This design comes from an exercise in tuning for small area on the open sky130 flow, not from production work. Function was checked by simulation only, so behaviour that the tests miss may differ from the original. No activity file was given, so power comes from the tool's default toggle rates.

[design/flow/config.mk]
export PLATFORM = sky130hd
export DESIGN_NAME = Guess
export DESIGN_NICKNAME = Guess
export VERILOG_FILES = /design/flow/design.v
export SDC_FILE = /design/flow/constraint.sdc
export NUM_CORES = 4
export LEC_CHECK = 0
export ABC_AREA = 1
export CAP_MARGIN = 20
export CORE_MARGIN = 2
export CORE_UTILIZATION = 70
export SLEW_MARGIN = 20
[design/flow/design.v]
module BCD_to_seg(num, seg_out, dot); 
	input[3:0] num; 
	input dot;
	output reg[0:7] seg_out; 
	always@(*) begin
		case(num)
			0: seg_out = {7'b0000001, dot};
			1: seg_out = {7'b1001111, dot};
			2: seg_out = {7'b0010010, dot};
			3: seg_out = {7'b0000110, dot};
			4: seg_out = {7'b1001100, dot};
			5: seg_out = {7'b0100100, dot};
			6: seg_out = {7'b0100000, dot};
			7: seg_out = {7'b0001111, dot};
			8: seg_out = {7'b0000000, dot};
			9: seg_out = {7'b0000100, dot};
			10:seg_out = {7'b0001000, dot};
			11:seg_out = {7'b1100000, dot};
			14:seg_out = {7'b0110000, dot};
			15:seg_out = {7'b1110001, dot};
			default: seg_out = 8'b00110000;
		endcase
	end
endmodule
module checker_(clk, clr, ans, in, A, B, all4);
	input clk, clr;
	input[15:0] ans, in;
	output[2:0] A, B;
	output all4;
	reg[1:0] p;
	reg[3:0] x, y;
	wire[3:0] g = (p == 0) ? in[3:0] : (p == 1) ? in[7:4] : (p == 2) ? in[11:8] : in[15:12];
	wire[3:0] e = {ans[15:12] == g, ans[11:8] == g, ans[7:4] == g, ans[3:0] == g};
	wire ex = e[p];
	always@(posedge clk) begin
		if(clr)
			p <= 0;
		else
			p <= p + 2'd1;
		x <= {ex, x[3:1]};
		y <= {(e != 0) & ~ex, y[3:1]};
	end
	assign A = x[3] + x[2] + x[1] + x[0];
	assign B = y[3] + y[2] + y[1] + y[0];
	assign all4 = &x;
endmodule
module ansval(n, v);
	input[7:0] n;
	output reg[15:0] v;
	wire[2:0] ph = n[7:5], c5 = n[4:2];
	wire[1:0] c4 = n[1:0];
	wire[4:0] o5 = 5'b1 << c5;
	wire[1:0] c4_0 = c4 + 2'd0;
	wire[3:0] w4_0 = {c4_0 == 2, ~c4_0[1], c4_0[0], 1'b1};
	wire[1:0] c4_1 = c4 + 2'd1;
	wire[3:0] w4_1 = {c4_1 == 2, ~c4_1[1], c4_1[0], 1'b1};
	wire[1:0] c4_2 = c4 + 2'd2;
	wire[3:0] w4_2 = {c4_2 == 2, ~c4_2[1], c4_2[0], 1'b1};
	wire[1:0] c4_3 = c4 + 2'd3;
	wire[3:0] w4_3 = {c4_3 == 2, ~c4_3[1], c4_3[0], 1'b1};
	always@(*) begin
		case(ph)
			0: v = {{o5[3], o5[2], o5[0], o5[1]}, w4_2, w4_0, {o5[2], o5[1], o5[4], o5[0]}};
			1: v = {w4_0, {o5[2], o5[1], o5[4], o5[0]}, w4_3, w4_1};
			2: v = {w4_1, {o5[1], o5[0], o5[3], o5[4]}, {o5[4], o5[3], o5[1], o5[2]}, 4'd6};
			3: v = {w4_0, w4_2, {o5[3], o5[2], o5[0], o5[1]}, {o5[0], o5[4], o5[2], o5[3]}};
			4: v = {{o5[1], o5[0], o5[3], o5[4]}, w4_1, w4_3, {o5[2], o5[1], o5[4], o5[0]}};
			5: v = {{o5[3], o5[2], o5[0], o5[1]}, w4_2, w4_0, 4'd6};
			default: v = 16'h8763;
		endcase
	end
endmodule
module clock_(clk, rst, tick);
	parameter W = 8;
	parameter [W-1:0] TAPS = 8'hb8;   
	parameter [W-1:0] LAST = 8'h00;   
	input clk, rst;
	output tick;
	reg[W-1:0] s;
	reg tg;
	wire wrap = (s == LAST);
	wire fb = ^(s & TAPS);
	assign tick = wrap & ~tg;
	always@(posedge clk) begin
		if(rst) begin
			s <= {W{1'b1}};
			tg <= 0;
		end
		else begin
			s <= wrap ? {{(W-1){1'b1}}, 1'b0} : {s[W-2:0], fb};
			tg <= tg ^ wrap;
		end
	end
endmodule
module randGen(clk, rst, en, n);
	input clk, rst, en;
	output[7:0] n;
	reg[2:0] ph, c5, i;
	reg[1:0] c4;
	wire[2:0] nph = (ph == 5) ? 3'd0 : ph + 3'd1;
	assign n = {ph, c5, c4};
	always@(posedge clk) begin
		if(rst) begin
			ph <= 6;
			c5 <= 4;
			c4 <= 3;
			i <= 1;
		end
		else if(en) begin
			if(i == 0) begin
				ph <= nph;
				i <= nph + 3'd2;
				if(nph == 0) begin
					c5 <= (c5 == 4) ? 3'd0 : c5 + 3'd1;
					c4 <= c4 + 2'd1;
				end
			end
			else
				i <= i - 3'd1;
		end
	end
endmodule
module Guess(clk, rst, in, seg_out, led_out);
	input clk;
	input rst;
	input[0:12] in;
	output[0:31] seg_out;
	output reg[0:9] led_out;
	localparam S_INIT0 = 3'd0, S_INITC = 3'd1, S_INPUT = 3'd2, S_SHOW = 3'd3, S_WIN = 3'd4, S_LOSE = 3'd5;
	localparam K_TITLE = 3'd0, K_GUESS = 3'd1, K_RES = 3'd2, K_F05E = 3'd3, K_ANS = 3'd4;
	wire tick_1, tick_rnd, tick_display;
	wire[7:0] rnd;
	clock_ #(8, 8'hb8, 8'h4f) u_clk_1(clk, rst, tick_1);
	clock_ #(4, 4'hc, 4'ha) u_clk_rnd(clk, rst, tick_rnd);
	clock_ #(5, 5'h14, 5'h10) u_clk_display(clk, rst, tick_display);
	randGen u_rand(clk, rst, tick_rnd, rnd);
	reg[2:0] state, kind;
	reg[3:0] hp_v;
	reg[7:0] ans;
	reg[15:0] guess_num;
	reg[1:0] sel_num;
	wire init = (state == S_INIT0) || (state == S_INITC);
	reg l_mode, l_b11;
	reg[7:0] l_x;
	wire l_rst = l_mode & l_x[7];
	wire l_b10 = l_x[0], l_b12 = l_x[1];
	wire[15:0] ans_v;
	ansval u_ans(ans, ans_v);
	wire[2:0] A, B;
	wire all4;
	checker_ u_check(clk, tick_display & l_rst, ans_v, guess_num, A, B, all4);
	reg[2:0] n_state, n_kind;
	reg[3:0] n_hp_v;
	reg[7:0] n_ans;
	reg[15:0] n_guess_num;
	reg[1:0] n_sel_num;
	always@(*) begin
		n_state = state;
		n_kind = kind;
		n_hp_v = hp_v;
		n_ans = ans;
		n_guess_num = guess_num;
		n_sel_num = sel_num;
		if(l_rst) begin
			n_state = S_INIT0;
			n_kind = K_TITLE;
			n_hp_v = 10;
			n_ans = 8'hc0;
			n_guess_num = 0;
			n_sel_num = 0;
		end
		else if(~l_mode) begin
			case(state)
				S_INIT0, S_INITC: begin
					n_hp_v = 10;
					n_ans = l_x;
					n_sel_num = 0;
					n_kind = K_TITLE;
					n_guess_num = 0;
					if((state == S_INITC && guess_num[3:0] == 15) || l_b11)
						n_state = S_INPUT;
					else begin
						n_state = S_INITC;
						n_guess_num[3:0] = (state == S_INITC) ? guess_num[3:0] + 4'd1 : 4'd1;
					end
				end
				S_INPUT: begin
					if(l_b10)
						case(sel_num)
							0: n_guess_num[15:12] = (guess_num[15:12] == 9) ? 4'd0 : guess_num[15:12] + 4'd1;
							1: n_guess_num[11:8] = (guess_num[11:8] == 9) ? 4'd0 : guess_num[11:8] + 4'd1;
							2: n_guess_num[7:4] = (guess_num[7:4] == 9) ? 4'd0 : guess_num[7:4] + 4'd1;
							3: n_guess_num[3:0] = (guess_num[3:0] == 9) ? 4'd0 : guess_num[3:0] + 4'd1;
						endcase
					if(l_b11)
						n_sel_num = sel_num + 2'd1;
					if(l_b12) begin
						n_state = S_SHOW;
						if(!all4) begin
							if(hp_v != 0) begin
								if(hp_v == 1)
									n_state = S_LOSE;
								n_hp_v = hp_v - 1;
							end
						end
						else
							n_state = S_WIN;
					end
					n_kind = K_GUESS;
				end
				S_SHOW: begin
					n_kind = K_RES;
					if(l_b11)
						n_state = S_INPUT;
				end
				S_WIN: begin
					if(l_b11)
						n_state = S_INIT0;
				end
				S_LOSE: begin
					n_kind = l_b10 ? K_ANS : K_F05E;
					if(l_b11)
						n_state = S_INIT0;
				end
				default: begin
				end
			endcase
		end
		else begin
			if(l_b10 && !init)
				n_state = S_INIT0;
			if(l_b11 && hp_v < 10)
				n_hp_v = hp_v + 1;
			if(l_b12)
				n_kind = K_ANS;
		end
	end
	always@(posedge clk) begin
		if(tick_display) begin
			state <= n_state;
			kind <= n_kind;
			hp_v <= n_hp_v;
			ans <= n_ans;
			guess_num <= n_guess_num;
			sel_num <= n_sel_num;
		end
	end
	always@(posedge clk) begin
		if(rst) begin
			l_mode <= 1;
			l_b11 <= 0;
			l_x <= 8'h80;
		end
		else if(tick_1) begin
			l_mode <= in[9];
			l_b11 <= ~in[11];
			if(init && !in[9])
				l_x <= rnd;
			else
				l_x <= {6'd0, ~in[12], ~in[10]};
		end
		else if(tick_display) begin
			l_mode <= 1;
			l_b11 <= 0;
			l_x <= 0;
		end
	end
	wire[9:0] hp = (10'd1 << n_hp_v) - 10'd1;
	always@(posedge clk) begin
		if(tick_display) begin
			if(n_state == S_WIN)
				led_out <= {led_out[1:9], led_out[0]};
			else
				led_out <= hp;
		end
	end
	reg[15:0] val;
	always@(*) begin
		case(kind)
			K_TITLE: val = 16'h1a2b;
			K_GUESS: val = guess_num;
			K_RES: val = {1'b0, A, 4'ha, 1'b0, B, 4'hb};
			K_F05E: val = 16'hf05e;
			default: val = ans_v;
		endcase
	end
	BCD_to_seg u_seg0(val[15:12], seg_out[0:7], sel_num != 0);
	BCD_to_seg u_seg1(val[11:8], seg_out[8:15], sel_num != 1);
	BCD_to_seg u_seg2(val[7:4], seg_out[16:23], sel_num != 2);
	BCD_to_seg u_seg3(val[3:0], seg_out[24:31], sel_num != 3);
endmodule
[design/flow/constraint.sdc]
create_clock -name core_clock -period 20.0 [get_ports {clk}]
set_input_delay 4.0000 -clock core_clock [delete_from_list [all_inputs] [get_ports {clk}]]
set_output_delay 4.0000 -clock core_clock [all_outputs]
set_load 0.01 [all_outputs]
[design/flow/run.sh]
#!/bin/bash
# synth_recipe.tcl (not shown) runs the flow's synth.tcl, then flattens the netlist and writes it again
# the make line also repeats each setting of config.mk as NAME=value (left out here)
make -C /OpenROAD-flow-scripts/flow DESIGN_CONFIG=/design/flow/config.mk WORK_HOME=/design/flow/orfs CLKGATE_MAP_FILE= SYNTH_SCRIPT=/design/flow/synth_recipe.tcl finish
==> impl_metrics.tcl, run 1 <==
set metrics [dict create \
    status "finished clean" \
    hold_violations 0 \
    grt_first_pass_wirelength_mm 25.87 \
    dpl.cell_count 1156 \
    max_freq_mhz 139.5 \
    gr-total-overflow 0 \
    crit_slowest_cell "clkdlybuf4s50_1" \
    worstPathArrival_ns 3.17 \
    p_per_area_mw_per_mm2 50.80 \
    dieArea_mm2 0.01049 \
    antenna_found_initial 0 \
    post-route-period-util_pct 35.84 \
    netlist_top_cells_area "edfxtp_1 20%, nand2_1 16%, dfxtp_1 15%" \
    viasPerCell 5.632 \
    syn_inst 989 \
    async_reset_ff_share_pct 0 \
    max_slew.worst_pin.slew_ns 0.7064 \
    dp_hpwl_mm 12.25 \
    cts.sinks 97 \
    synth-edff-count 46 \
    critPathCaptureType "primary output" \
    finalSetupViolations 0 \
    vdd_drop_max_mv 0.05955 \
    cts.hold.buffers_added 0 \
    setup.worst_path.start_class "register" \
    grt_pass1_vias 5788 \
    fin_setup_tns_ns 0 \
    start_util_pct 72.68 \
    syn_area_per_cell_um2 6.854 \
    cts_buffer_depth 2 \
    place_ws_ns 13.33 \
    fin_crit_ns 7.169 \
    hold_slack_ns 0.3587 \
    required_ns 16.00 \
    port_buffers 47 \
    drt-total-wl_mm 15.94 \
    r2r_end "led_out[5]$_DFFE_PP_" \
    cts_root_buf "clkbuf_8" \
    setup_ws_ns 12.83 \
    grt_max_degree 22 \
    dieHeight_um 102.4 \
    gp_congestion 0.9818 \
    yosysTopAreaCellShare_pct 20.38 \
    grt_usage_pct 31.04 \
    crit_top_cell "inv_1" \
    antenna_cells 0 \
    critPathMaxFanout 9 \
    wl_per_cell_um 13.60 \
    initialDrtViolationCount 473 \
    fillers 692 \
    hold_path_depth 0 \
    final_cell_mix "285 x nand2_1, 145 x inv_1, 124 x nor2_1, 69 x nand3_1, 51 x dfxtp_1" \
    final-max-slew-violation-count 0 \
    ff2ff_setup_slack_ns 17.37 \
    cpLargestDelayFamily "buffers and inverters" \
    hold_class "register to register" \
    drive_gt1_share_pct 6.424 \
    route.vias.total 6601 \
    p_leak_nw 3.578 \
    clk_pin_slew_worst_paths_ns 0.09 \
    synth_seq_area_share_pct 35.44 \
    cts_tree "built" \
    layout_commonest_cell "nand2_1" \
    synth-seq-cells 97 \
    post_cts_buffers 0 \
    syn_nets 1042 \
    hold_start "u_check.y[1]$_DFF_P_" \
    reg2regPathDepth 16 \
    cp.depth 11 \
    chipWidth_um 102.4 \
    worst_path_largest_cell_delay_ns 0.59 \
    yosysTopAreaCell "edfxtp_1" \
    cts_buffers 9 \
    relSlewSlack_pct 52.76 \
    htree_levels 3 \
    area_delta_synth_final_pct 11.17 \
    rsz0062_at_grt "false" \
    synth_area_mm2 0.006779 \
    reg2reg_from "hp_v[0]$_DFFE_PP_" \
    ant_nets 0 \
    core_area_mm2 0.009328 \
    io_pins 57 \
    critPathBufInv 4 \
    nNetsFinal 1091 \
    clk_latency_ns 0.37 \
    layout.cells.non_filler 1172 \
    rows 35 \
    route.detailed.drc 0 \
    drt-pass1-iter-count 8 \
    synthDistinctLibCells 52 \
    critPathKind "register to primary output" \
    synth_ff_type "dfxtp_1" \
    holdPathEnd "u_check.y[0]$_DFF_P_" \
    clock_skew_ns 0.01305 \
    cap_viol_max_count 0 \
    cts_resized 0 \
    yosys_warnings 8 \
    crit_chain "inv_1 > ha_1 > inv_1 > nand2_1 > o21ai_0 > inv_1 > nand2_1 > o21ai_2 > nor2_1 > nor3b_1 > clkdlybuf4s50_1" \
]
## worst reg2reg max path: cells and delay by family, from the launching register on
| family | cells | cell delay, ns |
|---|---|---|
| flops | 1 | 0.47 |
| fa+ha+maj | 2 | 0.39 |
| buf+inv | 2 | 0.33 |
| compound gates | 1 | 0.15 |
| simple gates | 11 | 1.05 |
## flip-flops by register name (all words and copies together) (netlist names), 2 cells and up
register / count
u_check.x: 4
u_rand.ph: 3
led_out: 10
u_rand.c5: 3
sel_num: 2
kind: 3
state: 3
u_clk_display.s: 5
u_clk_rnd.s: 4
guess_num: 16
u_check.y: 4
l_x: 8
u_clk_1.s: 8
u_check.p: 2
ans: 8
u_rand.i: 3
u_rand.c4: 2
hp_v: 4
## routing by layer
metal,track usage (%),wire [µm]
met2,52.94,7497
met1,40.06,6669
met3,4.856,1267
met4,11.49,502
met5,0,0
## layout make-up
cell class / instances / area, µm² / share of cell area (%)
inverter: 156 / 585.6 / 7.770
multi-input combinational: 726 / 3724 / 49.41
sequential: 97 / 2402 / 31.88
clock inverter: 7 / 61.31 / 0.8135
tap: 129 / 161.4 / 2.142
clock buffer: 9 / 123.9 / 1.644
timing repair buffer: 48 / 478.0 / 6.342
## per-stage QoR
stage	power [mW]	utilization, %	area (µm²)
after floorplan	0.2520	-	6779
after global placement	0.2652	78.81	7351
after detailed placement	0.2672	78.81	7351
after CTS	0.3825	80.79	7536
after global routing	0.3966	80.79	7536
final	0.3828	80.79	7536
## cells by family (layout without fill, tap and decap cells)
logic type               count (synthesis)  after routing  synth area share [%]
multiplexers                             1              1                0.1477
AND/OR/NAND/NOR                        526            526                 32.58
XOR/XNOR                                13             13                 1.680
buffers and inverters                  166            220                 9.634
flip-flops                              97             97                 35.44
adder cells (fa/ha/maj)                 38             38                 7.235
AO/OA/AOI/OAI                          148            148                 13.29
## worst max path at each step
| stage | startpoint | endpoint | slack [ns] |
|---|---|---|---|
| after global routing | ans[0]$_SDFFCE_PP0P_ | seg_out[8] | 12.67 |
| after detailed placement | ans[0]$_SDFFCE_PP0P_ | seg_out[28] | 13.33 |
| after global placement | ans[0]$_SDFFCE_PP0P_ | seg_out[28] | 13.37 |
| final | ans[0]$_SDFFCE_PP0P_ | seg_out[28] | 12.83 |
| after floorplan | u_check.y[2]$_DFF_P_ | seg_out[20] | 14.08 |
| after CTS | ans[0]$_SDFFCE_PP0P_ | seg_out[28] | 12.94 |
## power breakdown
group	switching (mW)	internal, mW	total, mW	leakage [nW]
registers	0.00263	0.211	0.213	0.863
clock network	0.0710	0.0476	0.119	0.0966
logic	0.0315	0.0194	0.0508	2.62
total	0.105	0.278	0.383	3.58
## Yosys cell counts, types with 2 or more instances
cell	number
a31oi_1	3
o21ai_2	7
nand4_1	10
clkbuf_1	5
nand3_1	69
nor4_1	3
nand3b_1	2
nand3_2	4
xor2_1	6
inv_1	145
o21ai_1	6
nor2_2	5
dfxtp_1	51
o22ai_1	8
xnor2_1	7
o211ai_1	4
inv_2	10
edfxtp_1	46
a211oi_1	3
buf_6	2
nor2_4	3
or2_2	5
a22oi_1	2
nand2_1	285
nand2_2	6
nor2_1	124
ha_1	36
fa_1	2
o2111ai_1	2
o21ai_0	48
nor3_1	8
a221oi_1	2
a31o_2	2
a21oi_1	48
a21oi_2	3
==> run 2: changes to the inputs <==
==> design/flow/flow/run.sh (new file) <==
#!/bin/bash
# Own flow: the standard synthesis, then the combinational logic re-mapped
# with a stronger ABC script (flip-flops untouched), then the standard
# layout, with port buffers of the smallest buffer cell.
set -euo pipefail
W=$(pwd)
F=$W/flow
R=$W/orfs/results/$FLOW_PLATFORM/Guess/base
LIB=$FLOW_HOME/platforms/$FLOW_PLATFORM/lib/sky130_fd_sc_hd__tt_025C_1v80.lib
bash standard.sh synth > $W/synth_standard.log 2>&1
cp $R/1_2_yosys.v $W/1_2_yosys_standard.v
python3 $F/cellmap.py $LIB $W/1_2_yosys_standard.v $W/cellmap.v > $W/cellmap.log 2>&1
LIB=$LIB NET=$W/1_2_yosys_standard.v TOP=$FLOW_TOP MAPV=$W/cellmap.v \
  ABCSCRIPT=$F/abc.script DONTUSE="$(cat $F/dontuse.txt)" STAT=$W/remap_stat.txt \
  OUTV=$W/1_2_yosys_remapped.v yosys -c $F/remap.tcl > $W/remap.log 2>&1
cp $W/1_2_yosys_remapped.v $R/1_2_yosys.v
bash standard.sh "BUFFER_PORTS_ARGS=-buffer_cell sky130_fd_sc_hd__buf_1" finish > $W/layout.log 2>&1
==> design/flow/flow/abc.script (new file) <==
strash
&get -n
&deepsyn -T 60
&dch -f
&nf -R 1000
&put
==> design/flow/flow/cellmap.py (new file) <==
# cellmap.py LIB NETLIST OUT: write a Yosys techmap file that replaces each
# combinational cell used in NETLIST by its function from the liberty file
# (flip-flops and tie cells are left alone).
import re, sys
lib, net, out = sys.argv[1:4]
used = set(re.findall(r'\b(sky130_fd_sc_hd__\w+)\s', open(net).read()))
cells = {}; cur = None; pin = None; seq = set()
for line in open(lib):
    m = re.match(r'\s*cell\s*\(\s*"?(\w+)"?\s*\)', line)
    if m: cur = m.group(1); cells[cur] = []; pin = None; continue
    if cur is None: continue
    if re.match(r'\s*(ff|latch|statetable)\s*\(', line): seq.add(cur)
    m = re.match(r'\s*pin\s*\(\s*"?(\w+)"?\s*\)', line)
    if m: pin = [m.group(1), None, None]; cells[cur].append(pin); continue
    m = re.match(r'\s*direction\s*:\s*"?(\w+)"?', line)
    if m and pin: pin[1] = m.group(1); continue
    m = re.match(r'\s*function\s*:\s*"([^"]*)"', line)
    if m and pin: pin[2] = m.group(1)
o = []
for c in sorted(used):
    if c not in cells or c in seq: continue
    pins = cells[c]
    outs = [p for p in pins if p[1] == 'output']
    if not outs or any(p[2] is None for p in outs): continue
    ins = [p[0] for p in pins if p[1] == 'input']
    o.append('module %s(%s);' % (c, ', '.join(ins + [p[0] for p in outs])))
    if ins: o.append('  input %s;' % ', '.join(ins))
    o.append('  output %s;' % ', '.join(p[0] for p in outs))
    for p in outs:
        o.append('  assign %s = %s;' % (p[0], p[2].replace('!', '~')))
    o.append('endmodule')
open(out, 'w').write('\n'.join(o) + '\n')
==> design/flow/flow/dontuse.txt (new file) <==
-dont_use sky130_fd_sc_hd__lpflow_bleeder_1 -dont_use sky130_fd_sc_hd__lpflow_clkbufkapwr_1 -dont_use sky130_fd_sc_hd__lpflow_clkbufkapwr_16 -dont_use sky130_fd_sc_hd__lpflow_clkbufkapwr_2 -dont_use sky130_fd_sc_hd__lpflow_clkbufkapwr_4 -dont_use sky130_fd_sc_hd__lpflow_clkbufkapwr_8 -dont_use sky130_fd_sc_hd__lpflow_clkinvkapwr_1 -dont_use sky130_fd_sc_hd__lpflow_clkinvkapwr_16 -dont_use sky130_fd_sc_hd__lpflow_clkinvkapwr_2 -dont_use sky130_fd_sc_hd__lpflow_clkinvkapwr_4 -dont_use sky130_fd_sc_hd__lpflow_clkinvkapwr_8 -dont_use sky130_fd_sc_hd__lpflow_decapkapwr_12 -dont_use sky130_fd_sc_hd__lpflow_decapkapwr_3 -dont_use sky130_fd_sc_hd__lpflow_decapkapwr_4 -dont_use sky130_fd_sc_hd__lpflow_decapkapwr_6 -dont_use sky130_fd_sc_hd__lpflow_decapkapwr_8 -dont_use sky130_fd_sc_hd__lpflow_inputiso0n_1 -dont_use sky130_fd_sc_hd__lpflow_inputiso0p_1 -dont_use sky130_fd_sc_hd__lpflow_inputiso1n_1 -dont_use sky130_fd_sc_hd__lpflow_inputiso1p_1 -dont_use sky130_fd_sc_hd__lpflow_inputisolatch_1 -dont_use sky130_fd_sc_hd__lpflow_isobufsrc_1 -dont_use sky130_fd_sc_hd__lpflow_isobufsrc_16 -dont_use sky130_fd_sc_hd__lpflow_isobufsrc_2 -dont_use sky130_fd_sc_hd__lpflow_isobufsrc_4 -dont_use sky130_fd_sc_hd__lpflow_isobufsrc_8 -dont_use sky130_fd_sc_hd__lpflow_isobufsrckapwr_16 -dont_use sky130_fd_sc_hd__lpflow_lsbuf_lh_hl_isowell_tap_1 -dont_use sky130_fd_sc_hd__lpflow_lsbuf_lh_hl_isowell_tap_2 -dont_use sky130_fd_sc_hd__lpflow_lsbuf_lh_hl_isowell_tap_4 -dont_use sky130_fd_sc_hd__lpflow_lsbuf_lh_isowell_4 -dont_use sky130_fd_sc_hd__lpflow_lsbuf_lh_isowell_tap_1 -dont_use sky130_fd_sc_hd__lpflow_lsbuf_lh_isowell_tap_2 -dont_use sky130_fd_sc_hd__lpflow_lsbuf_lh_isowell_tap_4 -dont_use sky130_fd_sc_hd__probe_p_8 -dont_use sky130_fd_sc_hd__probec_p_8 
==> design/flow/flow/remap.tcl (new file) <==
# Re-map the combinational logic of the standard synthesis with a stronger
# ABC script; flip-flops, their names and cell types stay as they are.

set lib $::env(LIB)
set net $::env(NET)
yosys read_liberty -lib $lib
yosys read_verilog $net
yosys hierarchy -top $::env(TOP)
yosys read_verilog -lib $::env(MAPV)
yosys techmap -map $::env(MAPV)
yosys proc
yosys opt_clean
yosys techmap
yosys opt -fast
yosys stat
yosys abc -script $::env(ABCSCRIPT) -liberty $lib {*}$::env(DONTUSE)
yosys opt_clean -purge
yosys splitnets
yosys opt_clean -purge
yosys hilomap -singleton -hicell sky130_fd_sc_hd__conb_1 HI -locell sky130_fd_sc_hd__conb_1 LO
yosys insbuf -buf sky130_fd_sc_hd__buf_4 A X
yosys tee -o $::env(STAT) stat -liberty $lib
yosys write_verilog -noattr -nohex -nodec $::env(OUTV)
==> design/flow/standard.sh (new file) <==
#!/bin/bash
# synth_recipe.tcl (not shown) runs the flow's synth.tcl, then flattens the netlist and writes it again
# the make line also repeats each setting of config.mk as NAME=value (left out here)
make -C /OpenROAD-flow-scripts/flow DESIGN_CONFIG=/design/flow/config.mk WORK_HOME=/design/flow/orfs CLKGATE_MAP_FILE= SYNTH_SCRIPT=/design/flow/synth_recipe.tcl "${@:-finish}"
--- a/design/flow/config.mk
+++ b/design/flow/config.mk
@@ -10,3 +10,3 @@
 export CORE_MARGIN = 2
-export CORE_UTILIZATION = 70
+export CORE_UTILIZATION = 85
 export SLEW_MARGIN = 20
removed: design/flow/run.sh
==> run 2 against run 1 <==
The flow now stops in 3_1_place_gp_skip_io. Area after synthesis fell by 22%. Synthesized cell count fell by 38%.
==> impl_metrics.tcl, run 2 <==
set metrics [dict create \
    rows 28 \
    status "stopped before the end" \
    dieHeight_um 82.95 \
    syn_inst 613 \
    syn_nets 628 \
    synth_area_mm2 0.005298 \
    syn_area_per_cell_um2 8.642 \
    haltStage "3_1_place_gp_skip_io" \
    chipWidth_um 82.95 \
    start_util_pct 88.95 \
    yosys_warnings 8 \
    error_message "[ERROR GPL-0301] Utilization 102.269 % exceeds 100%." \
]
==> run 3: changes to the inputs <==
--- a/design/flow/config.mk
+++ b/design/flow/config.mk
@@ -10,3 +10,3 @@
 export CORE_MARGIN = 2
-export CORE_UTILIZATION = 85
+export CORE_UTILIZATION = 70
 export SLEW_MARGIN = 20
==> run 3 against run 2 <==
The run now finishes clean. Area after synthesis unchanged. Synthesized cell count did not move.
==> impl_metrics.tcl, run 3 <==
set metrics [dict create \
    fin_setup_tns_ns 0 \
    grt_first_pass_wirelength_mm 22.29 \
    hold_slack_ns 0.3729 \
    route.detailed.drc 0 \
    hold_path_depth 0 \
    syn_nets 628 \
    hold_start "u_check.y[3]$_DFF_P_" \
    antenna_found_initial 0 \
    cts.hold.buffers_added 0 \
    post-route-period-util_pct 40.73 \
    r2r_end "led_out[9]$_DFFE_PP_" \
    port_buffers 47 \
    hold_violations 0 \
    critPathMaxFanout 10 \
    top_register "guess_num" \
    max_freq_mhz 122.8 \
    drt-total-wl_mm 13.72 \
    clock_skew_ns 0.02049 \
    core_area_mm2 0.007292 \
    dieArea_mm2 0.008280 \
    gp_congestion 0.9490 \
    cap_viol_max_count 0 \
    drt-pass1-iter-count 5 \
    setup_ws_ns 11.85 \
    clk_pin_slew_worst_paths_ns 0.11 \
    grt_pass1_vias 4785 \
    setup.worst_path.start_class "register" \
    place_ws_ns 12.31 \
    wl_met2_mm 6.879 \
    viasPerCell 6.602 \
    largest_register_ffs 16 \
    cts.sinks 97 \
    wl_per_cell_um 17.68 \
    grt_usage_pct 33.35 \
    layout.cells.non_filler 776 \
    post_cts_buffers 0 \
    wl_met1_mm 5.245 \
    cts_root_buf "clkbuf_8" \
    initialDrtViolationCount 506 \
    reg2regPathDepth 12 \
    cts_tree "built" \
    rsz0062_at_grt "false" \
    rows 31 \
    cts_buffers 9 \
    syn_area_per_cell_um2 8.642 \
    antenna_cells 0 \
    fillers 469 \
    final-max-slew-violation-count 0 \
    reg2reg_from "state[2]$_DFFE_PP_" \
    fin_crit_ns 8.145 \
    chipWidth_um 91.00 \
    clk_latency_ns 0.38 \
    nNetsFinal 687 \
    ant_nets 0 \
    critPathCaptureType "primary output" \
    p_per_area_mw_per_mm2 63.43 \
    p_leak_nw 2.010 \
    area_delta_synth_final_pct 9.447 \
    gr-total-overflow 0 \
    yosys_warnings 8 \
    status "finished clean" \
    ff2ff_setup_slack_ns 16.29 \
    final_cell_mix "85 x nor2_1, 74 x nand2_1, 51 x dfxtp_1, 48 x o21ai_0, 47 x buf_1" \
    route.vias.total 5123 \
    relSlewSlack_pct 34.40 \
    layout_commonest_cell "nor2_1" \
    start_util_pct 72.65 \
    drive_gt1_share_pct 2.659 \
    top_layer "met4" \
    io_pins 57 \
    dieHeight_um 91.00 \
    cts_resized 0 \
    htree_levels 3 \
    critPathKind "register to primary output" \
    dpl.cell_count 760 \
    required_ns 16.00 \
    met3WireLength_mm 1.006 \
    syn_inst 613 \
    worstPathArrival_ns 4.15 \
    hold_class "register to register" \
    finalSetupViolations 0 \
    top_regs "guess_num x16, led_out x10" \
    dp_hpwl_mm 9.765 \
    synth_area_mm2 0.005298 \
    cts_buffer_depth 2 \
    vdd_drop_max_mv 0.05645 \
    max_slew.worst_pin.slew_ns 0.9765 \
    grt_max_degree 33 \
    holdPathEnd "u_check.y[2]$_DFF_P_" \
]
run 3: where the power goes:
| part | total (mW) | leakage, nW | switching [mW] | internal, mW |
|---|---|---|---|---|
| registers | 0.219 | 0.879 | 0.00630 | 0.213 |
| logic | 0.0270 | 1.03 | 0.0162 | 0.0108 |
| clock network | 0.122 | 0.0995 | 0.0712 | 0.0505 |
| total | 0.368 | 2.01 | 0.0937 | 0.274 |
run 3: routing by layer:
layer / up-vias / global-route usage (%)
li1: 2393 / -
met1: 2358 / 39.03
met2: 302 / 58.89
met3: 70 / 4.564
met4: 0 / 18.43
met5: - / 0
run 3: worst max-delay path by stage:
stage	startpoint	to	slack, ns	cells after the start
2_1_floorplan	ans[5]$_SDFFCE_PP0P_	seg_out[25]	12.84	17
3_3_place_gp	ans[5]$_SDFFCE_PP0P_	seg_out[25]	12.32	18
3_5_place_dp	ans[5]$_SDFFCE_PP0P_	seg_out[25]	12.31	18
4_1_cts	ans[5]$_SDFFCE_PP0P_	seg_out[25]	11.90	18
5_1_grt	ans[5]$_SDFFCE_PP0P_	seg_out[25]	11.50	18
6_report	ans[5]$_SDFFCE_PP0P_	seg_out[16]	11.85	14
run 3: area by class of cell:
type / instances / area [µm²] / area share, %
clock buffers: 10 / 137.6 / 2.374
clock inverters: 6 / 48.80 / 0.8416
inverters: 22 / 82.58 / 1.424
multi-input cells: 494 / 2819 / 48.62
flip-flops and latches: 97 / 2402 / 41.43
well taps: 99 / 123.9 / 2.136
repair buffers: 48 / 183.9 / 3.172
run 3: stage by stage:
stage	cell area [µm²]	utilization, %	total power [mW]
2_1_floorplan	5298	-	0.2417
3_3_place_gp	5605	76.87	0.2471
3_5_place_dp	5605	76.87	0.2498
4_1_cts	5792	79.43	0.3661
5_1_grt	5798	79.51	0.3777
6_report	5798	79.51	0.3678
run 3: critical path, cell delays in order, from the launching register on:
cell	delay [ns]
edfxtp_1	0.55
clkinv_1	0.14
nand2_1	0.11
and2_0	0.24
nor2_1	0.14
nor2_1	0.07
a221oi_1	0.60
nand2_1	0.22
a211oi_1	0.83
clkinv_1	0.20
nor2_1	0.23
o21a_1	0.18
nand2_1	0.06
nand2_1	0.07
buf_1	0.14
==> run 4: changes to the inputs <==
--- a/design/flow/flow/run.sh
+++ b/design/flow/flow/run.sh
@@ -16,2 +16,2 @@
 cp $W/1_2_yosys_remapped.v $R/1_2_yosys.v
-bash standard.sh "BUFFER_PORTS_ARGS=-buffer_cell sky130_fd_sc_hd__buf_1" finish > $W/layout.log 2>&1
+bash standard.sh "BUFFER_PORTS_ARGS=-buffer_cell sky130_fd_sc_hd__buf_1" "CTS_ARGS=-sink_clustering_enable -repair_clock_nets -buf_list sky130_fd_sc_hd__clkbuf_8 -root_buf sky130_fd_sc_hd__clkbuf_8 -dont_use_dummy_load" finish > $W/layout.log 2>&1
==> run 4 against run 3 <==
Still clean on timing, DRC and antenna. Sequential power barely moved. Non-clock buffer count did not move. Routed wire length fell by 5.0%. Total power fell by 6.7%. Critical path depth rose by 4. Utilization fell by 0.86 points. Combinational power barely moved. Critical path type unchanged. Critical endpoint is now seg_out[25]. Largest cell class unchanged.
==> impl_metrics.tcl, run 4 <==
set metrics [dict create \
    status "finished clean" \
    drive_gt1_share_pct 1.642 \
    fillers 486 \
    ant_nets 0 \
    max_freq_mhz 123.7 \
    grt_max_degree 33 \
    post-route-period-util_pct 40.43 \
    grt_usage_pct 31.94 \
    drt-pass1-iter-count 9 \
    final-max-slew-violation-count 0 \
    area_delta_synth_final_pct 8.266 \
    nNetsFinal 687 \
    chipWidth_um 91.00 \
    route.vias.total 5010 \
    max_slew.worst_pin.slew_ns 0.9591 \
    post_cts_buffers 0 \
    antenna_cells 0 \
    htree_levels 3 \
    finalSetupViolations 0 \
    syn_area_per_cell_um2 8.642 \
    layout_commonest_cell "nor2_1" \
    final_cell_mix "85 x nor2_1, 74 x nand2_1, 51 x dfxtp_1, 48 x o21ai_0, 47 x buf_1" \
    hold_violations 0 \
    critPathKind "register to primary output" \
    hold_class "register to register" \
    top_regs "guess_num x16, led_out x10" \
    port_buffers 47 \
    critPathCaptureType "primary output" \
    core_area_mm2 0.007292 \
    p_per_area_mw_per_mm2 59.84 \
    gp_congestion 0.9490 \
    cap_viol_max_count 0 \
    regArea_mm2 0.002402 \
    route.detailed.drc 0 \
    multi_input_area_mm2 0.002819 \
    clk_pin_slew_worst_paths_ns 0.09 \
    cts_buffers 9 \
    largest_register_ffs 16 \
    vdd_drop_max_mv 0.05491 \
    rsz0062_at_grt "false" \
    crit_chain "clkinv_1 > nand2_1 > and2_0 > nor2_1 > nor2_1 > a221oi_1 > a32o_1 > and3_1 > clkinv_1 > a21oi_1 > nor2_1 > a21oi_1 > nor2_1 > nand2_1 > nand2_1 > a41o_1 > nor2_1 > buf_1" \
    gr-total-overflow 0 \
    fin_crit_ns 8.086 \
    antenna_found_initial 0 \
    critPathBufInv 3 \
    relSlewSlack_pct 35.49 \
    cts_root_buf "clkbuf_8" \
    dieArea_mm2 0.008280 \
    syn_inst 613 \
    dp_hpwl_mm 9.765 \
    setup.worst_path.start_class "register" \
    fin_setup_tns_ns 0 \
    critPathMaxFanout 10 \
    cts_resized 0 \
    grt_first_pass_wirelength_mm 21.64 \
    worstPathArrival_ns 4.09 \
    clk_latency_ns 0.36 \
    cts_tree "built" \
    wl_per_cell_um 16.95 \
    crit_slowest_cell "a221oi_1" \
    cts.hold.buffers_added 0 \
    cts.sinks 97 \
    p_leak_nw 1.975 \
    yosys_warnings 8 \
    cts_buffer_depth 2 \
    cpLargestDelayFamily "compound AO/OA/AOI/OAI gates" \
    clock_skew_ns 0.03138 \
    grt_pass1_vias 4751 \
    worst_path_largest_cell_delay_ns 0.59 \
    io_pins 57 \
    drt-total-wl_mm 13.03 \
    initialDrtViolationCount 450 \
    start_util_pct 72.65 \
    synth_area_mm2 0.005298 \
    syn_nets 628 \
    crit_top_cell "nor2_1" \
    required_ns 16.00 \
    viasPerCell 6.515 \
    rows 31 \
    dieHeight_um 91.00 \
    top_register "guess_num" \
    hold_slack_ns 0.3720 \
]
-- run 4: cell count changes in the layout (fill, tap and decap cells not counted) --
cell,delta
inv_6,-2
clkbuf_8,-1
clkinv_2,-1
clkinv_4,-1
inv_4,-1
inv_8,-1
-- run 4: power by group --
| group | internal (mW) | switching [mW] |
|---|---|---|
| registers | 0.213 | 0.00671 |
| logic | 0.0108 | 0.0164 |
| clock network | 0.0404 | 0.0560 |
-- run 4: area by class of cell --
| class | instances | share of cell area, % |
|---|---|---|
| multi-input cells | 494 | 49.15 |
| flip-flops and latches | 97 | 41.88 |
| repair buffers | 48 | 3.207 |
| clock buffers | 9 | 2.160 |
| well taps | 99 | 2.160 |
| inverters | 22 | 1.440 |
-- run 4: worst paths after layout --
check                          to  cells after the start  slack, ns                 start
min reg2reg  u_check.y[2]$_DFF_P_                      0       0.37  u_check.y[3]$_DFF_P_
max reg2reg  led_out[9]$_DFFE_PP_                     12      16.45    state[2]$_DFFE_PP_
max                   seg_out[25]                     18      11.91  ans[5]$_SDFFCE_PP0P_
min          u_check.y[2]$_DFF_P_                      0       0.37  u_check.y[3]$_DFF_P_
-- run 4: per-stage QoR --
| stage | setup slack [ns] | area [µm²] | util [%] | instances | power [mW] |
|---|---|---|---|---|---|
| finish | 11.91 | 5736 | 78.65 | 769 | 0.3432 |
| global route | 11.52 | 5736 | 78.65 | 769 | 0.3538 |
| CTS | 11.92 | 5729 | 78.57 | 769 | 0.3423 |
| detailed placement | 12.31 | 5605 | 76.87 | 760 | 0.2498 |
| global placement | 12.32 | 5605 | 76.87 | 760 | 0.2471 |
| floorplan | 12.84 | 5298 | - | 613 | 0.2417 |
-- run 4: metal layers --
layer / wire [µm] / GRT usage [%] / vias up
met4: 452 / 16.04 / 0
met2: 6545 / 56.60 / 277
li1: - / - / 2381
met3: 899 / 4.315 / 54
met5: 0 / 0 / -
met1: 5135 / 37.96 / 2298
==> run 5: changes to the inputs <==
--- a/design/flow/flow/run.sh
+++ b/design/flow/flow/run.sh
@@ -16,2 +16,2 @@
 cp $W/1_2_yosys_remapped.v $R/1_2_yosys.v
-bash standard.sh "BUFFER_PORTS_ARGS=-buffer_cell sky130_fd_sc_hd__buf_1" "CTS_ARGS=-sink_clustering_enable -repair_clock_nets -buf_list sky130_fd_sc_hd__clkbuf_8 -root_buf sky130_fd_sc_hd__clkbuf_8 -dont_use_dummy_load" finish > $W/layout.log 2>&1
+bash standard.sh "BUFFER_PORTS_ARGS=-buffer_cell sky130_fd_sc_hd__buf_1" "CTS_ARGS=-sink_clustering_enable -repair_clock_nets -buf_list sky130_fd_sc_hd__clkbuf_4 -root_buf sky130_fd_sc_hd__clkbuf_8 -sink_clustering_size 12 -sink_clustering_max_diameter 50 -dont_use_dummy_load" finish > $W/layout.log 2>&1
==> run 5 against run 4 <==
Largest cell class unchanged. Total power unchanged. Register-to-register slack about the same. Area after synthesis unchanged. Critical endpoint unchanged. Utilization unchanged. Sequential share of layout area unchanged. Clock-buffer cell count unchanged. Routed wire length unchanged. Still clean.
==> impl_metrics.tcl, run 5 <==
set metrics [dict create \
    io_pins 57 \
    clk_pin_slew_worst_paths_ns 0.09 \
    post-route-period-util_pct 40.43 \
    gr-total-overflow 0 \
    viasPerCell 6.515 \
    cts_tree "built" \
    drive_gt1_share_pct 1.642 \
    critPathCaptureType "primary output" \
    relSlewSlack_pct 35.49 \
    max_slew.worst_pin.slew_ns 0.9591 \
    status "finished clean" \
    reg2reg_from "state[2]$_DFFE_PP_" \
    dpl.cell_count 760 \
    clock_skew_ns 0.03138 \
    final_cell_mix "85 x nor2_1, 74 x nand2_1, 51 x dfxtp_1, 48 x o21ai_0, 47 x buf_1" \
    syn_nets 628 \
    yosys_warnings 8 \
    cts_buffer_depth 2 \
    port_buffers 47 \
    max_freq_mhz 123.7 \
    start_util_pct 72.65 \
    crit_slowest_cell "a221oi_1" \
    dp_hpwl_mm 9.765 \
    critPathBufInv 3 \
    worst_path_largest_cell_delay_ns 0.59 \
    p_leak_nw 1.975 \
    largest_register_ffs 16 \
    gp_congestion 0.9490 \
    area_delta_synth_final_pct 8.266 \
    nNetsFinal 687 \
    cts_resized 0 \
    grt_pass1_vias 4751 \
    crit_top_cell "nor2_1" \
    hold_slack_ns 0.3720 \
    finalSetupViolations 0 \
    antenna_cells 0 \
    clk_latency_ns 0.36 \
    route.vias.total 5010 \
    fin_crit_ns 8.086 \
    final-max-slew-violation-count 0 \
    cts_buffers 9 \
    hold_start "u_check.y[3]$_DFF_P_" \
    syn_area_per_cell_um2 8.642 \
    cts_root_buf "clkbuf_8" \
    post_cts_buffers 0 \
    wl_per_cell_um 16.95 \
    fin_setup_tns_ns 0 \
    chipWidth_um 91.00 \
    drt-total-wl_mm 13.03 \
    layout_commonest_cell "nor2_1" \
    vdd_drop_max_mv 0.05491 \
    cts.hold.buffers_added 0 \
    setup.worst_path.start_class "register" \
    worstPathArrival_ns 4.09 \
    place_ws_ns 12.31 \
    rsz0062_at_grt "false" \
    startpoint "ans[5]$_SDFFCE_PP0P_" \
    hold_class "register to register" \
    grt_usage_pct 31.94 \
    fillers 486 \
    ant_nets 0 \
    required_ns 16.00 \
    cap_viol_max_count 0 \
    rows 31 \
    top_regs "guess_num x16, led_out x10" \
    initialDrtViolationCount 450 \
    cts.sinks 97 \
    p_per_area_mw_per_mm2 59.84 \
    drt-pass1-iter-count 9 \
    critPathKind "register to primary output" \
    dieArea_mm2 0.008280 \
    syn_inst 613 \
    dieHeight_um 91.00 \
    core_area_mm2 0.007292 \
    antenna_found_initial 0 \
    critPathMaxFanout 10 \
    hold_violations 0 \
    fin_util_pct 78.65 \
    grt_first_pass_wirelength_mm 21.64 \
    htree_levels 3 \
    synth_area_mm2 0.005298 \
    grt_max_degree 33 \
    cpLargestDelayFamily "compound AO/OA/AOI/OAI gates" \
    top_register "guess_num" \
    layout.cells.non_filler 769 \
    crit_chain "clkinv_1 > nand2_1 > and2_0 > nor2_1 > nor2_1 > a221oi_1 > a32o_1 > and3_1 > clkinv_1 > a21oi_1 > nor2_1 > a21oi_1 > nor2_1 > nand2_1 > nand2_1 > a41o_1 > nor2_1 > buf_1" \
    setup_ws_ns 11.91 \
    route.detailed.drc 0 \
    ff2ff_setup_slack_ns 16.45 \
]
[run 5: layer usage]
layer	global-route usage, %	vias to the layer above	share of wire (%)
met5	0	-	0
met4	16.04	0	3.5
met3	4.315	54	6.9
met2	56.60	277	50
met1	37.96	2298	39
li1	-	2381	-
[run 5: through the flow]
| stage | total power, mW | area [µm²] |
|---|---|---|
| floorplan | 0.2417 | 5298 |
| global placement | 0.2471 | 5605 |
| detailed placement | 0.2498 | 5605 |
| CTS | 0.3423 | 5729 |
| global route | 0.3538 | 5736 |
| finish | 0.3432 | 5736 |
[run 5: power breakdown]
group / internal (mW) / total (mW) / switching [mW]
registers: 0.213 / 0.220 / 0.00671
logic: 0.0108 / 0.0272 / 0.0164
clock network: 0.0404 / 0.0964 / 0.0560
total: 0.264 / 0.343 / 0.0791
[run 5: worst register-to-register path, delay by kind of cell, from the launching register on]
kind            cells  cell delay [ns]
buf+inv             1             0.12
simple gates        8             1.92
compound gates      2             0.47
mux                 1             0.25
flops               1             0.55
[run 5: path summary, 6_finish.rpt]
path                          endpoint  depth (start not counted)
setup reg to reg  led_out[9]$_DFFE_PP_                         12
setup / recovery           seg_out[25]                         18
hold / removal    u_check.y[2]$_DFF_P_                          0
hold reg to reg   u_check.y[2]$_DFF_P_                          0
[run 5: layout make-up]
class / count / area [µm²] / area share [%]
Multi-Input combinational cell: 494 / 2819 / 49.15
Sequential cell: 97 / 2402 / 41.88
Timing Repair Buffer: 48 / 183.9 / 3.207
Clock buffer: 9 / 123.9 / 2.160
Tap cell: 99 / 123.9 / 2.160
Inverter: 22 / 82.58 / 1.440
==> run 6: changes to the inputs <==
--- a/design/flow/flow/run.sh
+++ b/design/flow/flow/run.sh
@@ -16,2 +16,2 @@
 cp $W/1_2_yosys_remapped.v $R/1_2_yosys.v
-bash standard.sh "BUFFER_PORTS_ARGS=-buffer_cell sky130_fd_sc_hd__buf_1" "CTS_ARGS=-sink_clustering_enable -repair_clock_nets -buf_list sky130_fd_sc_hd__clkbuf_4 -root_buf sky130_fd_sc_hd__clkbuf_8 -sink_clustering_size 12 -sink_clustering_max_diameter 50 -dont_use_dummy_load" finish > $W/layout.log 2>&1
+bash standard.sh "BUFFER_PORTS_ARGS=-buffer_cell sky130_fd_sc_hd__buf_1" "CTS_ARGS=-sink_clustering_enable -repair_clock_nets -buf_list sky130_fd_sc_hd__clkbuf_16 -root_buf sky130_fd_sc_hd__clkbuf_16 -sink_clustering_size 50 -sink_clustering_max_diameter 300 -dont_use_dummy_load" finish > $W/layout.log 2>&1
==> run 6 against run 5 <==
Still clean on timing, DRC and antenna. Utilization up 1.4 points. Area after synthesis unchanged. Clock power rose by 46%. Die area is the same. Synthesized cell count stayed put. Sequential share of layout area down 0.73 points. Sequential cell count unchanged. Maximum frequency about the same. Critical path type unchanged. Hold slack got worse by 0.0035 ns. Non-clock buffer count unchanged.
==> impl_metrics.tcl, run 6 <==
set metrics [dict create \
    htree_levels 3 \
    finalSetupViolations 0 \
    ant_nets 0 \
    wl_per_cell_um 17.75 \
    setup_ws_ns 11.91 \
    fin_setup_tns_ns 0 \
    vdd_drop_max_mv 0.06697 \
    route.vias.total 5096 \
    chipWidth_um 91.00 \
    cts.sinks 97 \
    cts_tree "built" \
    hold_slack_ns 0.3685 \
    syn_area_per_cell_um2 8.642 \
    worst_path_largest_cell_delay_ns 0.81 \
    crit_top_cell "nand2_1" \
    dieHeight_um 91.00 \
    critPathMaxFanout 10 \
    setup.worst_path.start_class "register" \
    io_pins 57 \
    cts.hold.buffers_added 0 \
    drive_gt1_share_pct 1.642 \
    grt_pass1_vias 4813 \
    cts_buffer_depth 2 \
    cap_viol_max_count 0 \
    relSlewSlack_pct 33.45 \
    layout_commonest_cell "nor2_1" \
    synth_area_mm2 0.005298 \
    top_regs "guess_num x16, led_out x10" \
    cts_buffers 9 \
    place_ws_ns 12.31 \
    status "finished clean" \
    clock_skew_ns 0.02072 \
    hold_class "register to register" \
    cts_resized 0 \
    worstPathArrival_ns 4.09 \
    rows 31 \
    crit_slowest_cell "a211oi_1" \
    area_delta_synth_final_pct 10.18 \
    grt_max_degree 33 \
    initialDrtViolationCount 498 \
    dp_hpwl_mm 9.765 \
    syn_nets 628 \
    start_util_pct 72.65 \
    hold_violations 0 \
    final_cell_mix "85 x nor2_1, 74 x nand2_1, 51 x dfxtp_1, 48 x o21ai_0, 47 x buf_1" \
    post_cts_buffers 0 \
    antenna_cells 0 \
    grt_first_pass_wirelength_mm 22.15 \
    rsz0062_at_grt "false" \
    fin_util_pct 80.04 \
    post-route-period-util_pct 40.45 \
    dieArea_mm2 0.008280 \
    route.detailed.drc 0 \
    viasPerCell 6.627 \
    top_register "guess_num" \
    report.power.total_uw 387.8 \
    cts_root_buf "clkbuf_16" \
    drt-pass1-iter-count 7 \
    clk_pin_slew_worst_paths_ns 0.07 \
    core_area_mm2 0.007292 \
    syn_inst 613 \
    gr-total-overflow 0 \
    fillers 473 \
    gp_congestion 0.9490 \
    final-max-slew-violation-count 0 \
    port_buffers 47 \
    grt_usage_pct 32.98 \
    nNetsFinal 687 \
    yosys_warnings 8 \
    critPathCaptureType "primary output" \
    required_ns 16.00 \
    critPathKind "register to primary output" \
    max_slew.worst_pin.slew_ns 0.9893 \
    max_freq_mhz 123.6 \
    largest_register_ffs 16 \
    drt-total-wl_mm 13.65 \
    antenna_found_initial 0 \
    p_leak_nw 2.021 \
    fin_crit_ns 8.090 \
    p_per_area_mw_per_mm2 66.43 \
    crit_chain "clkinv_1 > nand2_1 > and2_0 > nor2_1 > nor2_1 > a221oi_1 > nand2_1 > a211oi_1 > clkinv_1 > nor2_1 > o21a_1 > nand2_1 > nand2_1 > buf_1" \
    clk_latency_ns 0.34 \
]
-- run 6: where the power goes --
part | switching [mW] | total (mW) | internal [mW]
clock network | 0.0615 | 0.141 | 0.0792
logic | 0.0163 | 0.0271 | 0.0108
registers | 0.00676 | 0.220 | 0.213
-- run 6: path summary, 6_finish.rpt --
path	start	end	slack (ns)	cells after the start
worst min-delay path	u_check.y[3]$_DFF_P_	u_check.y[2]$_DFF_P_	0.37	0
worst min register to register	u_check.y[3]$_DFF_P_	u_check.y[2]$_DFF_P_	0.37	0
worst max register to register	state[2]$_DFFE_PP_	led_out[9]$_DFFE_PP_	16.34	12
worst max-delay path	ans[5]$_SDFFCE_PP0P_	seg_out[16]	11.91	14
-- run 6: metal layers --
| layer | GRT usage, % | vias to the layer above | routed length (µm) |
|---|---|---|---|
| met3 | 4.813 | 75 | 1163 |
| met5 | 0 | - | 0 |
| met4 | 17.80 | 0 | 544 |
| met1 | 38.83 | 2307 | 5119 |
| met2 | 57.96 | 323 | 6824 |
| li1 | - | 2391 | - |
-- run 6: metrics by stage --
step / std cells / instance area, µm²
3_5_place_dp: 760 / 5605
5_1_grt: 769 / 5837
2_1_floorplan: 613 / 5298
4_1_cts: 769 / 5831
6_report: 769 / 5837
3_3_place_gp: 760 / 5605
-- run 6: worst max-delay path: cells and delay by family (launching register included) --
family | cells | cell delay (ns)
buffers and inverters | 3 | 0.48
and+or+nand+nor | 8 | 1.13
AOI/OAI and AO/OA | 3 | 1.60
DFF | 1 | 0.54
-- run 6: final cells by class --
cell class,count,area (µm²),share of cell area (%)
repair buffers,48,183.9,3.151
multi-input cells,494,2819,48.30
flip-flops and latches,97,2402,41.16
well taps,99,123.9,2.122
clock buffers,9,225.2,3.859
inverters,22,82.58,1.415
==> run 7: changes to the inputs <==
--- a/design/flow/design.v
+++ b/design/flow/design.v
@@ -72,3 +72,3 @@
 endmodule
-module clock_(clk, rst, tick);
+module clock_(clk, rst, odd, tick);
 	parameter W = 8;
@@ -76,18 +76,13 @@
 	parameter [W-1:0] LAST = 8'h00;   
-	input clk, rst;
+	input clk, rst, odd;
 	output tick;
 	reg[W-1:0] s;
-	reg tg;
 	wire wrap = (s == LAST);
 	wire fb = ^(s & TAPS);
-	assign tick = wrap & ~tg;
-	always@(posedge clk) begin
-		if(rst) begin
+	assign tick = wrap & odd;
+	always@(posedge clk) begin
+		if(rst)
 			s <= {W{1'b1}};
-			tg <= 0;
-		end
-		else begin
+		else
 			s <= wrap ? {{(W-1){1'b1}}, 1'b0} : {s[W-2:0], fb};
-			tg <= tg ^ wrap;
-		end
 	end
@@ -132,5 +127,8 @@
 	wire[7:0] rnd;
-	clock_ #(8, 8'hb8, 8'h4f) u_clk_1(clk, rst, tick_1);
-	clock_ #(4, 4'hc, 4'ha) u_clk_rnd(clk, rst, tick_rnd);
-	clock_ #(5, 5'h14, 5'h10) u_clk_display(clk, rst, tick_display);
+	reg odd;
+	always@(posedge clk)
+		odd <= ~rst & ~odd;
+	clock_ #(8, 8'hb8, 8'h4f) u_clk_1(clk, rst, odd, tick_1);
+	clock_ #(4, 4'hc, 4'ha) u_clk_rnd(clk, rst, odd, tick_rnd);
+	clock_ #(5, 5'h14, 5'h10) u_clk_display(clk, rst, odd, tick_display);
 	randGen u_rand(clk, rst, tick_rnd, rnd);
@@ -199,7 +197,5 @@
 						if(!all4) begin
-							if(hp_v != 0) begin
-								if(hp_v == 1)
-									n_state = S_LOSE;
-								n_hp_v = hp_v - 1;
-							end
+							if(hp_v == 1)
+								n_state = S_LOSE;
+							n_hp_v = hp_v - 1;
 						end
--- a/design/flow/flow/run.sh
+++ b/design/flow/flow/run.sh
@@ -16,2 +16,2 @@
 cp $W/1_2_yosys_remapped.v $R/1_2_yosys.v
-bash standard.sh "BUFFER_PORTS_ARGS=-buffer_cell sky130_fd_sc_hd__buf_1" "CTS_ARGS=-sink_clustering_enable -repair_clock_nets -buf_list sky130_fd_sc_hd__clkbuf_16 -root_buf sky130_fd_sc_hd__clkbuf_16 -sink_clustering_size 50 -sink_clustering_max_diameter 300 -dont_use_dummy_load" finish > $W/layout.log 2>&1
+bash standard.sh "BUFFER_PORTS_ARGS=-buffer_cell sky130_fd_sc_hd__buf_1" "CTS_ARGS=-sink_clustering_enable -repair_clock_nets -buf_list sky130_fd_sc_hd__clkbuf_8 -root_buf sky130_fd_sc_hd__clkbuf_8 -dont_use_dummy_load" finish > $W/layout.log 2>&1
==> design/flow/flow/abc.script (replaced) <==
strash
&get -n
&deepsyn -T 60
&dch -f -C 10000
&nf -R 2000 -F 20 -A 20 -E 1000
&put
==> run 7 against run 6 <==
Sequential share of layout area is 0.73 points higher. Clock power is about 30% lower. Critical endpoint is now seg_out[9]. Combinational power is 29% lower. Area after synthesis is 1.7% lower. Critical path depth is 2 higher. Global-route usage is 1.1 points lower. Die area is 1.7% lower. Setup slack worse by 0.59 ns. Synthesized cell count is 3.1% lower. First-iteration DRC count is 18% lower. Design area is 3.4% lower.
==> impl_metrics.tcl, run 7 <==
set metrics [dict create \
    dpl.cell_count 741 \
    fin_setup_tns_ns 0 \
    dp_hpwl_mm 9.305 \
    rsz0062_at_grt "false" \
    drive_gt1_share_pct 1.997 \
    startpoint "ans[5]$_SDFFCE_PP0P_" \
    gr-total-overflow 0 \
    crit_top_cell "nor2_1" \
    top_register "guess_num" \
    final-max-slew-violation-count 0 \
    syn_inst 594 \
    hold_class "register to register" \
    drt-pass1-iter-count 6 \
    hold_violations 0 \
    max_slew.worst_pin.slew_ns 0.8860 \
    gp_congestion 0.9396 \
    critPathMaxFanout 10 \
    multi_input_area_mm2 0.002750 \
    clock_skew_ns 0.03006 \
    layout.cells.non_filler 750 \
    regArea_mm2 0.002362 \
    initialDrtViolationCount 410 \
    area_delta_synth_final_pct 8.315 \
    wl_per_cell_um 17.39 \
    dieHeight_um 90.24 \
    syn_nets 609 \
    nNetsFinal 668 \
    grt_max_degree 32 \
    relSlewSlack_pct 40.93 \
    route.vias.total 4936 \
    critPathKind "register to primary output" \
    cts_buffer_depth 2 \
    r2r_end "u_check.y[3]$_DFF_P_" \
    route.detailed.drc 0 \
    ff2ff_setup_slack_ns 16.51 \
    ant_nets 0 \
    htree_levels 3 \
    largest_register_ffs 16 \
    status "finished clean" \
    clkPwrFrac_pct 30.1 \
    p_leak_nw 1.951 \
    swShare_pct 22.35 \
    top_regs "guess_num x16, led_out x10" \
    post-route-period-util_pct 43.39 \
    fillers 518 \
    post_cts_buffers 0 \
    dieArea_mm2 0.008143 \
    worstPathArrival_ns 4.68 \
    antenna_found_initial 0 \
    start_util_pct 72.16 \
    drt-total-wl_mm 13.04 \
    antenna_cells 0 \
    fin_crit_ns 8.678 \
    synth_area_mm2 0.005206 \
    report.power.total_uw 327.0 \
    cts_tree "built" \
    cts_root_buf "clkbuf_8" \
    viasPerCell 6.581 \
    reg2regPathDepth 12 \
    p_sw_uw 73.07 \
    clk_latency_ns 0.36 \
    vdd_drop_max_mv 0.05571 \
    cts.hold.buffers_added 0 \
    reg2reg_from "ans[5]$_SDFFCE_PP0P_" \
    max_freq_mhz 115.2 \
    grt_first_pass_wirelength_mm 21.22 \
    finalSetupViolations 0 \
    yosys_warnings 8 \
    layout_commonest_cell "nor2_1" \
    worst_path_largest_cell_delay_ns 0.78 \
    grt_pass1_vias 4617 \
    p_seq_share_pct 64.0 \
    p_int_uw 253.9 \
    chipWidth_um 90.24 \
    syn_area_per_cell_um2 8.765 \
    hold_path_depth 0 \
    grt_usage_pct 31.88 \
    io_pins 57 \
    rows 31 \
    p_comb_share_pct 5.9 \
    required_ns 16.00 \
    core_area_mm2 0.007214 \
    port_buffers 47 \
    cts_resized 0 \
    critPathCaptureType "primary output" \
    setup.worst_path.start_class "register" \
    clk_pin_slew_worst_paths_ns 0.07 \
    hold_start "u_check.x[3]$_DFF_P_" \
    crit_slowest_cell "a221oi_1" \
    p_per_area_mw_per_mm2 57.99 \
    cts_buffers 9 \
    cts.sinks 95 \
    final_cell_mix "76 x nor2_1, 68 x nand2_1, 49 x dfxtp_1, 46 x edfxtp_1, 46 x buf_1" \
    crit_chain "nor2b_1 > nor2_1 > nor2_1 > o21bai_1 > a21oi_1 > or3_1 > nand2_1 > o211ai_1 > o22ai_1 > a221oi_1 > clkinv_1 > nor2_1 > xnor2_1 > o22ai_1 > o21ba_1 > buf_1" \
    holdPathEnd "u_check.x[2]$_DFF_P_" \
    cap_viol_max_count 0 \
]
[run 7: how the worst max path moves through the flow]
stage | end | slack, ns | depth (start not counted)
after detailed placement | seg_out[9] | 11.83 | 16
after global placement | seg_out[9] | 11.88 | 16
after floorplan | seg_out[30] | 12.67 | 17
after CTS | seg_out[9] | 11.45 | 16
final | seg_out[9] | 11.32 | 16
after global routing | seg_out[9] | 10.92 | 16
[run 7: final cells by class]
type                            instances  area share [%]
Tap cell                               99           2.197
Multi-Input combinational cell        474           48.77
Inverter                               25           1.664
Timing Repair Buffer                   48           3.284
Clock buffer                            9           2.197
Sequential cell                        95           41.89
[run 7: worst max-delay path: cells and delay by family (launching register included)]
kind	cells	cell delay, ns
xor+xnor	1	0.16
flops	1	0.53
simple gates	6	1.46
compound gates	7	1.79
buf+inv	2	0.39
[run 7: layer usage]
metal  global-route usage, %  wire (µm)  vias to the layer above  share of wire (%)
li1                        -          -                     2318                  -
met4                   16.15        471                        0                3.6
met1                   39.75       5162                     2276                 40
met5                       0          0                        -                  0
met3                   3.940        972                       48                7.5
met2                   54.76       6436                      294                 49
[run 7: power by group through the flow]
stage | clock (mW) | combinational, mW | sequential, mW
global placement | 0 | 0.0177 | 0.213
CTS | 0.0976 | 0.0190 | 0.209
detailed placement | 0 | 0.0186 | 0.214
finish | 0.0983 | 0.0193 | 0.209
floorplan | 0 | 0.0139 | 0.213
global route | 0.104 | 0.0212 | 0.210
[run 7: per-stage QoR]
step	utilization (%)	area (µm²)	worst slack [ns]	hold WS, ns
3_5_place_dp	76.43	5514	11.83	0.3560
4_1_cts	78.15	5638	11.45	0.3662
3_3_place_gp	76.43	5514	11.88	0.3506
6_report	78.17	5639	11.32	0.3648
5_1_grt	78.17	5639	10.92	0.3818
2_1_floorplan	-	5206	12.67	0.3443
==> run 8: changes to the inputs <==
--- a/design/flow/design.v
+++ b/design/flow/design.v
@@ -89,5 +89,6 @@
 endmodule
-module randGen(clk, rst, en, n);
+module randGen(clk, rst, en, n, rstart);
 	input clk, rst, en;
 	output[7:0] n;
+	output rstart;   
 	reg[2:0] ph, c5, i;
@@ -96,2 +97,3 @@
 	assign n = {ph, c5, c4};
+	assign rstart = en & ~rst & (i == 0);
 	always@(posedge clk) begin
@@ -133,3 +135,3 @@
 	clock_ #(5, 5'h14, 5'h10) u_clk_display(clk, rst, odd, tick_display);
-	randGen u_rand(clk, rst, tick_rnd, rnd);
+	randGen u_rand(clk, rst, tick_rnd, rnd, rstart);
 	reg[2:0] state, kind;
@@ -140,6 +142,15 @@
 	wire init = (state == S_INIT0) || (state == S_INITC);
-	reg l_mode, l_b11;
-	reg[7:0] l_x;
-	wire l_rst = l_mode & l_x[7];
-	wire l_b10 = l_x[0], l_b12 = l_x[1];
+	reg l_rst, l_mode, l_b10, l_b11, l_b12;
+	wire rstart;
+	reg rs;
+	always@(posedge clk)
+		if(rstart)
+			rs <= 1;
+		else if(tick_1)
+			rs <= 0;
+	wire[2:0] r_ph = rnd[7:5], r_c5 = rnd[4:2];
+	wire[1:0] r_c4 = rnd[1:0];
+	wire[7:0] l_rnd = !rs ? rnd :
+		(r_ph == 0) ? {3'd5, (r_c5 == 0) ? 3'd4 : r_c5 - 3'd1, r_c4 - 2'd1} :
+		{r_ph - 3'd1, r_c5, r_c4};
 	wire[15:0] ans_v;
@@ -173,3 +184,3 @@
 					n_hp_v = 10;
-					n_ans = l_x;
+					n_ans = l_rnd;
 					n_sel_num = 0;
@@ -245,18 +256,21 @@
 		if(rst) begin
+			l_rst <= 1;
 			l_mode <= 1;
+			l_b10 <= 0;
 			l_b11 <= 0;
-			l_x <= 8'h80;
+			l_b12 <= 0;
 		end
 		else if(tick_1) begin
+			l_rst <= 0;
 			l_mode <= in[9];
+			l_b10 <= ~in[10];
 			l_b11 <= ~in[11];
-			if(init && !in[9])
-				l_x <= rnd;
-			else
-				l_x <= {6'd0, ~in[12], ~in[10]};
+			l_b12 <= ~in[12];
 		end
 		else if(tick_display) begin
+			l_rst <= 0;
 			l_mode <= 1;
+			l_b10 <= 0;
 			l_b11 <= 0;
-			l_x <= 0;
+			l_b12 <= 0;
 		end
==> run 8 against run 7 <==
Combinational power grew 45%. Clock power shrank 4.5%. Clock-buffer cell count is the same. Cell count shrank 0.67%. Maximum frequency is essentially flat. Global-route usage shrank 2.3 points. Clock skew shrank 0.00064 ns. Critical path type unchanged. Critical endpoint is now seg_out[11].
==> impl_metrics.tcl, run 8 <==
set metrics [dict create \
    route.detailed.drc 0 \
    p_comb_share_pct 8.6 \
    cts_buffers 9 \
    io_pins 57 \
    final-max-slew-violation-count 0 \
    cts_tree "built" \
    clock_skew_ns 0.02942 \
    max_slew.worst_pin.slew_ns 0.8739 \
    setup_ws_ns 11.32 \
    cts.hold.buffers_added 0 \
    status "finished clean" \
    clkPwrFrac_pct 28.9 \
    chipWidth_um 89.79 \
    post_cts_buffers 0 \
    rsz0062_at_grt "false" \
    core_area_mm2 0.007176 \
    place_ws_ns 11.75 \
    top_regs "guess_num x16, led_out x10" \
    antenna_cells 0 \
    setup.worst_path.end "seg_out[11]" \
    drive_gt1_share_pct 2.477 \
    initialDrtViolationCount 390 \
    dieArea_mm2 0.008061 \
    route.vias.total 4733 \
    grt_first_pass_wirelength_mm 19.69 \
    dieHeight_um 89.79 \
    cts_buffer_depth 2 \
    viasPerCell 6.353 \
    clk_latency_ns 0.36 \
    drt-pass1-iter-count 5 \
    syn_area_per_cell_um2 8.775 \
    gr-total-overflow 0 \
    clk_pin_slew_worst_paths_ns 0.07 \
    largest_register_ffs 16 \
    finalSetupViolations 0 \
    vdd_drop_max_mv 0.05695 \
    port_buffers 47 \
    reg2reg_from "ans[5]$_SDFFCE_PP0P_" \
    p_leak_nw 1.940 \
    grt_pass1_vias 4307 \
    yosys_warnings 8 \
    ant_nets 0 \
    hold_violations 0 \
    required_ns 16.00 \
    htree_levels 3 \
    ff2ff_setup_slack_ns 16.05 \
    max_freq_mhz 115.2 \
    antenna_found_initial 0 \
    critPathMaxFanout 12 \
]
[run 8: stage by stage]
| step | cells | cell area [µm²] | power, mW |
|---|---|---|---|
| after global placement | 736 | 5474 | 0.2331 |
| final | 745 | 5598 | 0.3253 |
| after CTS | 745 | 5598 | 0.3253 |
| after floorplan | 587 | 5151 | 0.2269 |
| after global routing | 745 | 5598 | 0.3358 |
| after detailed placement | 736 | 5474 | 0.2349 |
[run 8: per-layer routing]
layer | global-route usage, % | routed length [µm] | vias up | part of all wire [%]
li1 | - | - | 2296 | -
met3 | 5.029 | 824 | 35 | 7.0
met4 | 11.03 | 288 | 0 | 2.5
met2 | 50.76 | 5716 | 223 | 49
met5 | 0 | 0 | - | 0
met1 | 37.95 | 4879 | 2179 | 42
[run 8: worst max-delay path, cell delays in order, from the launching register on]
cell and delay [ns]:
edfxtp_1 0.63, clkinv_1 0.25, nor2_1 0.31, nor2_1 0.12, nor2_1 0.22, xor2_1 0.12, o21ai_0 0.14, o21ai_0 0.21
a2111oi_0 0.75, a22o_1 0.41, clkinv_1 0.16, nor3_1 0.32, a311o_1 0.19, a21oi_1 0.05, a311o_1 0.33, buf_1 0.13
[run 8: area by class of cell]
type | count | area, µm² | share of cell area (%)
Tap cell | 99 | 123.9 | 2.213
Multi-Input combinational cell | 468 | 2764 | 49.37
Sequential cell | 91 | 2282 | 40.77
Timing Repair Buffer | 50 | 198.9 | 3.554
Inverter | 28 | 105.1 | 1.878
Clock buffer | 9 | 123.9 | 2.213
[run 8: power by group through the flow]
| stage | clock [mW] | combinational (mW) | sequential, mW |
|---|---|---|---|
| 6_report | 0.0939 | 0.0279 | 0.204 |
| 5_1_grt | 0.101 | 0.0309 | 0.204 |
| 4_1_cts | 0.0943 | 0.0277 | 0.203 |
| 3_5_place_dp | 0 | 0.0273 | 0.208 |
| 3_3_place_gp | 0 | 0.0260 | 0.207 |
| 2_1_floorplan | 0 | 0.0204 | 0.206 |
[run 8: worst min path at each step]
| stage | slack (ns) | cells past startpoint | endpoint |
|---|---|---|---|
| global route | 0.40 | 0 | u_check.y[2]$_DFF_P_ |
| finish | 0.39 | 0 | u_check.y[2]$_DFF_P_ |
| detailed placement | 0.38 | 0 | u_check.y[2]$_DFF_P_ |
| CTS | 0.39 | 0 | u_check.y[2]$_DFF_P_ |
| global placement | 0.37 | 0 | u_check.y[2]$_DFF_P_ |
| floorplan | 0.37 | 0 | u_check.y[2]$_DFF_P_ |

afterwards: timing with drivers on the ports:
Ports are ideal in the flow. The routed layouts listed here were re-timed in OpenROAD. Step 1: set_driving_cell puts a clkbuf_16 on clk and a buf_2 on each other input, an assumption about the parent block. Step 2, shift: input delay + t, output delay - t, t = (earliest + latest rising clock arrival at the registers) / 2. This alone moves slack from input paths to output paths. a / b / c = ideal ports / drivers / drivers and shift; a / b = the first two.
run | shift t [ns] | slack for setup (ns)
run 1 | 0.397 | 12.831 / 12.799 / 13.196
run 3 | 0.407 | 11.855 / 11.820 / 12.227
run 4 | 0.374 | 11.914 / 11.884 / 12.258
run 5 | 0.374 | 11.914 / 11.884 / 12.258
run 6 | 0.360 | 11.910 / 11.875 / 12.236
run 7 | 0.381 | 11.322 / 11.289 / 11.670
run 8 | 0.372 | 11.317 / 11.286 / 11.658
After both steps every run listed still meets setup and hold.
